Background: an optimization exercise with open tools, aiming at small area and a short achievable clock period. Do not read the settings as production practice. At most, simulation tests tie the RTL to the original design; equivalence was not proved. Power figures rest on the tool's default switching activity, not on a simulated workload.

==> flow/design.v (excerpt) <==
module CannyEdge(dAddrRegRow, dAddrRegCol, bWE, bCE, InData, OutData,
	OPMode, bOPEnable, dReadReg, dWriteReg,	clk, rst_b);
Size: roughly 38 I/O pins.
==> flow/config.mk <==
export PLATFORM = sky130hd
export DESIGN_NAME = CannyEdge
export DESIGN_NICKNAME = CannyEdge
export VERILOG_FILES = /design/flow/design.v
export SDC_FILE = /design/flow/constraint.sdc
export NUM_CORES = 4
export LEC_CHECK = 0
export CAP_MARGIN = 20
export CORE_MARGIN = 2
export CORE_UTILIZATION = 40
export SLEW_MARGIN = 20
==> flow/constraint.sdc <==
create_clock -name core_clock -period 10.0 [get_ports {clk}]
set_input_delay 2.0000 -clock core_clock [delete_from_list [all_inputs] [get_ports {clk}]]
set_output_delay 2.0000 -clock core_clock [all_outputs]
set_load 0.01 [all_outputs]
standard.sh (not shown) runs the stock make flow with config.mk's settings and CLKGATE_MAP_FILE= SYNTH_SCRIPT=/design/flow/synth_recipe.tcl, a recipe that flattens the netlist after the stock synthesis.
==> flow/flow/run.sh <==
#!/bin/bash
# Layout flow: the standard flow (standard.sh), unchanged synthesis, plus
#  1. fapol.py on the synthesized netlist: full adders are self-dual, so
#     each fa cell may be fed complemented inputs and give complemented
#     outputs; fapol picks the polarities that need the fewest inverters
#     and rewrites the netlist (registers and ports untouched).
#  2. port buffers of a plain buffer cell (buf_2) instead of the default pick,
#  3. the resizer's setup margin raised so repair_timing keeps shortening
#     the critical paths past the 10 ns constraint,
#  4. a clock tree of smaller buffers and no dummy loads.
# Each tool's output goes to a log file in this folder.
set -u
R=orfs/results/${FLOW_PLATFORM:-sky130hd}/CannyEdge/base
export BUFFER_PORTS_ARGS="-buffer_cell sky130_fd_sc_hd__buf_2"
export SETUP_SLACK_MARGIN=${MARGIN:-6.2}
export CTS_ARGS="-sink_clustering_enable -repair_clock_nets -dont_use_dummy_load -buf_list sky130_fd_sc_hd__clkbuf_8 -sink_clustering_size 16 -sink_clustering_max_diameter 60"
bash standard.sh synth > synth.log 2>&1 || exit 1
if python3 flow/fapol.py $R/1_2_yosys.v $R/1_2_yosys_fapol.v > fapol.log 2>&1; then
  cp $R/1_2_yosys.v $R/1_2_yosys_std.v
  cp $R/1_2_yosys_fapol.v $R/1_2_yosys.v
  rm -f $R/1_synth.odb $R/1_synth.sdc
fi
bash standard.sh > standard.log 2>&1
Other scripts of this flow, unchanged in this note and not shown: flow/flow/fapol.py
Edit:
--- a/flow/flow/run.sh
+++ b/flow/flow/run.sh
@@ -13,5 +13,5 @@
 R=orfs/results/${FLOW_PLATFORM:-sky130hd}/CannyEdge/base
 export BUFFER_PORTS_ARGS="-buffer_cell sky130_fd_sc_hd__buf_2"
-export SETUP_SLACK_MARGIN=${MARGIN:-6.2}
+export SETUP_SLACK_MARGIN=${MARGIN:-6.0}
 export CTS_ARGS="-sink_clustering_enable -repair_clock_nets -dont_use_dummy_load -buf_list sky130_fd_sc_hd__clkbuf_8 -sink_clustering_size 16 -sink_clustering_max_diameter 60"
 bash standard.sh synth > synth.log 2>&1 || exit 1
Result: Power is higher by 1.4%; sequential share of layout area is higher by 0.79 points; utilization is lower by 0.97 points; combinational power is lower by about 9%; worst hold slack stays flat; cell count is lower by 0.99%; area after synthesis is unchanged; setup slack improved by 0.0099 ns; die area is unchanged; maximum frequency barely changes.
Function was not checked in any run of this note: the RTL went through the layout flow alone.


Another version of the RTL of CannyEdge (not shown whole).
Size in the first run: ~38 I/O pins.
clock: 10.0 ns
lec_check: 0
cap_margin: 20
core_margin: 2
core_utilization: 40
slew_margin: 20
tns_end_percent: 10
==> flow/flow/run.sh <==
#!/bin/bash
# Layout flow: the standard flow (standard.sh), unchanged synthesis, plus
#  1. fapol.py on the synthesized netlist: full adders are self-dual, so
#     each fa cell may be fed complemented inputs and give complemented
#     outputs; fapol picks the polarities that need the fewest inverters
#     and rewrites the netlist (registers and ports untouched).
#  2. port buffers of a plain buffer cell (buf_2) instead of the default pick,
#  3. the resizer's setup margin raised so repair_timing keeps shortening
#     the critical paths past the 10 ns constraint,
#  4. a clock tree of smaller buffers and no dummy loads.
# Each tool's output goes to a log file in this folder.
set -u
R=orfs/results/${FLOW_PLATFORM:-sky130hd}/CannyEdge/base
export BUFFER_PORTS_ARGS="-buffer_cell sky130_fd_sc_hd__buf_2"
export SETUP_SLACK_MARGIN=${MARGIN:-6.2}
export CTS_ARGS="-sink_clustering_enable -repair_clock_nets -dont_use_dummy_load -buf_list sky130_fd_sc_hd__clkbuf_8 -sink_clustering_size 16 -sink_clustering_max_diameter 60"
bash standard.sh synth > synth.log 2>&1 || exit 1
if python3 flow/fapol.py $R/1_2_yosys.v $R/1_2_yosys_fapol.v > fapol.log 2>&1; then
  cp $R/1_2_yosys.v $R/1_2_yosys_std.v
  cp $R/1_2_yosys_fapol.v $R/1_2_yosys.v
  rm -f $R/1_synth.odb $R/1_synth.sdc
fi
bash standard.sh > standard.log 2>&1
Other scripts of this flow, unchanged in this note and not shown: flow/flow/fapol.py
The starting point passed the timing, DRC and antenna checks.
==> next run, changes <==
--- a/flow/flow/run.sh
+++ b/flow/flow/run.sh
@@ -13,5 +13,5 @@
 R=orfs/results/${FLOW_PLATFORM:-sky130hd}/CannyEdge/base
 export BUFFER_PORTS_ARGS="-buffer_cell sky130_fd_sc_hd__buf_2"
-export SETUP_SLACK_MARGIN=${MARGIN:-6.2}
+export SETUP_SLACK_MARGIN=${MARGIN:-6.4}
 export CTS_ARGS="-sink_clustering_enable -repair_clock_nets -dont_use_dummy_load -buf_list sky130_fd_sc_hd__clkbuf_8 -sink_clustering_size 16 -sink_clustering_max_diameter 60"
 bash standard.sh synth > synth.log 2>&1 || exit 1
ABC_AREA = 1   (was not set)
TNS_END_PERCENT = not set   (was 10)
Effect:
- The new run completed without violations
- cell count climbs by about a fifth
- power climbs by roughly a tenth
- die area climbs slightly
- clock skew drops by 0.022 ns
- wire length climbs by a few percent
- global-route usage climbs by 1.2 points
- flip-flop and latch count is unchanged
- via count climbs by roughly a tenth
- first-iteration DRC count climbs by roughly a tenth
==> next run, changes <==
ABC_AREA = not set   (was 1)
What happened: Final cell count is lower by about 16%; cell area falls by 1.3%; total power goes down by about 9%; routed wire length fell by 1.6%; utilization is higher by 0.39 points; die area decreases by 1.8%; fmax shrinks by 2.6%; worst setup slack is worse by 0.10 ns; synthesized cell count decreases by 21%.
==> next run, changes <==
--- a/flow/flow/run.sh
+++ b/flow/flow/run.sh
@@ -6,6 +6,7 @@
 #     and rewrites the netlist (registers and ports untouched).
 #  2. port buffers of a plain buffer cell (buf_2) instead of the default pick,
-#  3. the resizer's setup margin raised so repair_timing keeps shortening
-#     the critical paths past the 10 ns constraint,
+#  3. the resizer's setup margin raised (at CTS and global routing) so
+#     repair_timing keeps shortening the critical paths past the 10 ns
+#     constraint,
 #  4. a clock tree of smaller buffers and no dummy loads.
 # Each tool's output goes to a log file in this folder.
@@ -13,5 +14,5 @@
 R=orfs/results/${FLOW_PLATFORM:-sky130hd}/CannyEdge/base
 export BUFFER_PORTS_ARGS="-buffer_cell sky130_fd_sc_hd__buf_2"
-export SETUP_SLACK_MARGIN=${MARGIN:-6.4}
+export SETUP_SLACK_MARGIN=${MARGIN:-6.2}
 export CTS_ARGS="-sink_clustering_enable -repair_clock_nets -dont_use_dummy_load -buf_list sky130_fd_sc_hd__clkbuf_8 -sink_clustering_size 16 -sink_clustering_max_diameter 60"
 bash standard.sh synth > synth.log 2>&1 || exit 1
@@ -21,3 +22,5 @@
   rm -f $R/1_synth.odb $R/1_synth.sdc
 fi
+# floorplan and placement without the raised margin; CTS and routing with it
+SETUP_SLACK_MARGIN=0 bash standard.sh place > place.log 2>&1 || exit 1
 bash standard.sh > standard.log 2>&1
Effect: First-iteration DRC count is about the same. Sequential power stays flat. Routed wire length shrinks by 4.8%. Total power shrinks by 1.0%. Die area stays the same. Global-route usage shrinks by 1.5 points. Worst setup slack loses 0.052 ns. Sequential cell count stays the same. Hold slack gains 0.0047 ns. Synthesized cell count is unchanged. Cell count shrinks by 1.5%.
==> next run, changes <==
--- a/flow/flow/run.sh
+++ b/flow/flow/run.sh
@@ -6,7 +6,6 @@
 #     and rewrites the netlist (registers and ports untouched).
 #  2. port buffers of a plain buffer cell (buf_2) instead of the default pick,
-#  3. the resizer's setup margin raised (at CTS and global routing) so
-#     repair_timing keeps shortening the critical paths past the 10 ns
-#     constraint,
+#  3. the resizer's setup margin raised so repair_timing keeps shortening
+#     the critical paths past the 10 ns constraint,
 #  4. a clock tree of smaller buffers and no dummy loads.
 # Each tool's output goes to a log file in this folder.
@@ -14,5 +13,5 @@
 R=orfs/results/${FLOW_PLATFORM:-sky130hd}/CannyEdge/base
 export BUFFER_PORTS_ARGS="-buffer_cell sky130_fd_sc_hd__buf_2"
-export SETUP_SLACK_MARGIN=${MARGIN:-6.2}
+export SETUP_SLACK_MARGIN=${MARGIN:-6.0}
 export CTS_ARGS="-sink_clustering_enable -repair_clock_nets -dont_use_dummy_load -buf_list sky130_fd_sc_hd__clkbuf_8 -sink_clustering_size 16 -sink_clustering_max_diameter 60"
 bash standard.sh synth > synth.log 2>&1 || exit 1
@@ -22,5 +21,3 @@
   rm -f $R/1_synth.odb $R/1_synth.sdc
 fi
-# floorplan and placement without the raised margin; CTS and routing with it
-SETUP_SLACK_MARGIN=0 bash standard.sh place > place.log 2>&1 || exit 1
 bash standard.sh > standard.log 2>&1
ABC_AREA = 1   (was not set)
What happened: The changed run passed the timing, DRC and antenna checks. Via count grows by a little under a tenth. Final cell count goes up by about a fifth. Power rises by a little under a tenth. Non-clock buffer count is lower by 78. Sequential power went up by a few percent. Combinational power went up by well over a third. Worst setup slack improved by 0.0069 ns. Design area shrinks by a few percent.

-- afterwards: timing with drivers on the ports --
The flow's constraints put no driver on any port. The routed layouts listed below were extracted and timed again, unchanged, in two steps. Step 1 sets driving cells, clkbuf_16 on the clock port and buf_2 on the other inputs (assumed; they add their load-dependent delay and slew). Step 2 moves the port delays by t, midway between the first and last clock arrival at a register: inputs arrive t later, outputs are due t later. That takes back most of the time a late clock gives input paths. Slacks: ideal ports / drivers / drivers and shift; pairs: ideal ports / drivers.
run | t (ns) | slack for setup (ns) | slew at the worst register clock pin (ns) | cell pins on the clock port's net
the first run of note 1 | 0.686 | 5.947 / 5.947 / 5.504 | 0.10 / 0.10 | 1
the second run of note 1 | 0.650 | 5.957 / 5.957 / 5.357 | 0.10 / 0.10 | 1
the first run of note 2 | 0.683 | 6.012 / 6.012 / 5.499 | 0.11 / 0.11 | 1
the second run of note 2 | 0.671 | 6.187 / 6.187 / 5.718 | 0.10 / 0.10 | 1
the third run of note 2 | 0.694 | 6.085 / 6.085 / 5.696 | 0.11 / 0.11 | 1
the fourth run of note 2 | 0.698 | 6.033 / 6.033 / 5.544 | 0.10 / 0.10 | 1
the fifth run of note 2 | 0.683 | 6.040 / 6.040 / 5.495 | 0.11 / 0.11 | 1
After both steps setup and hold are still met in every run listed. For the second run of note 1, which loses most, drivers alone change the setup slack by 0.000 ns; drivers and shift together by -0.600 ns.
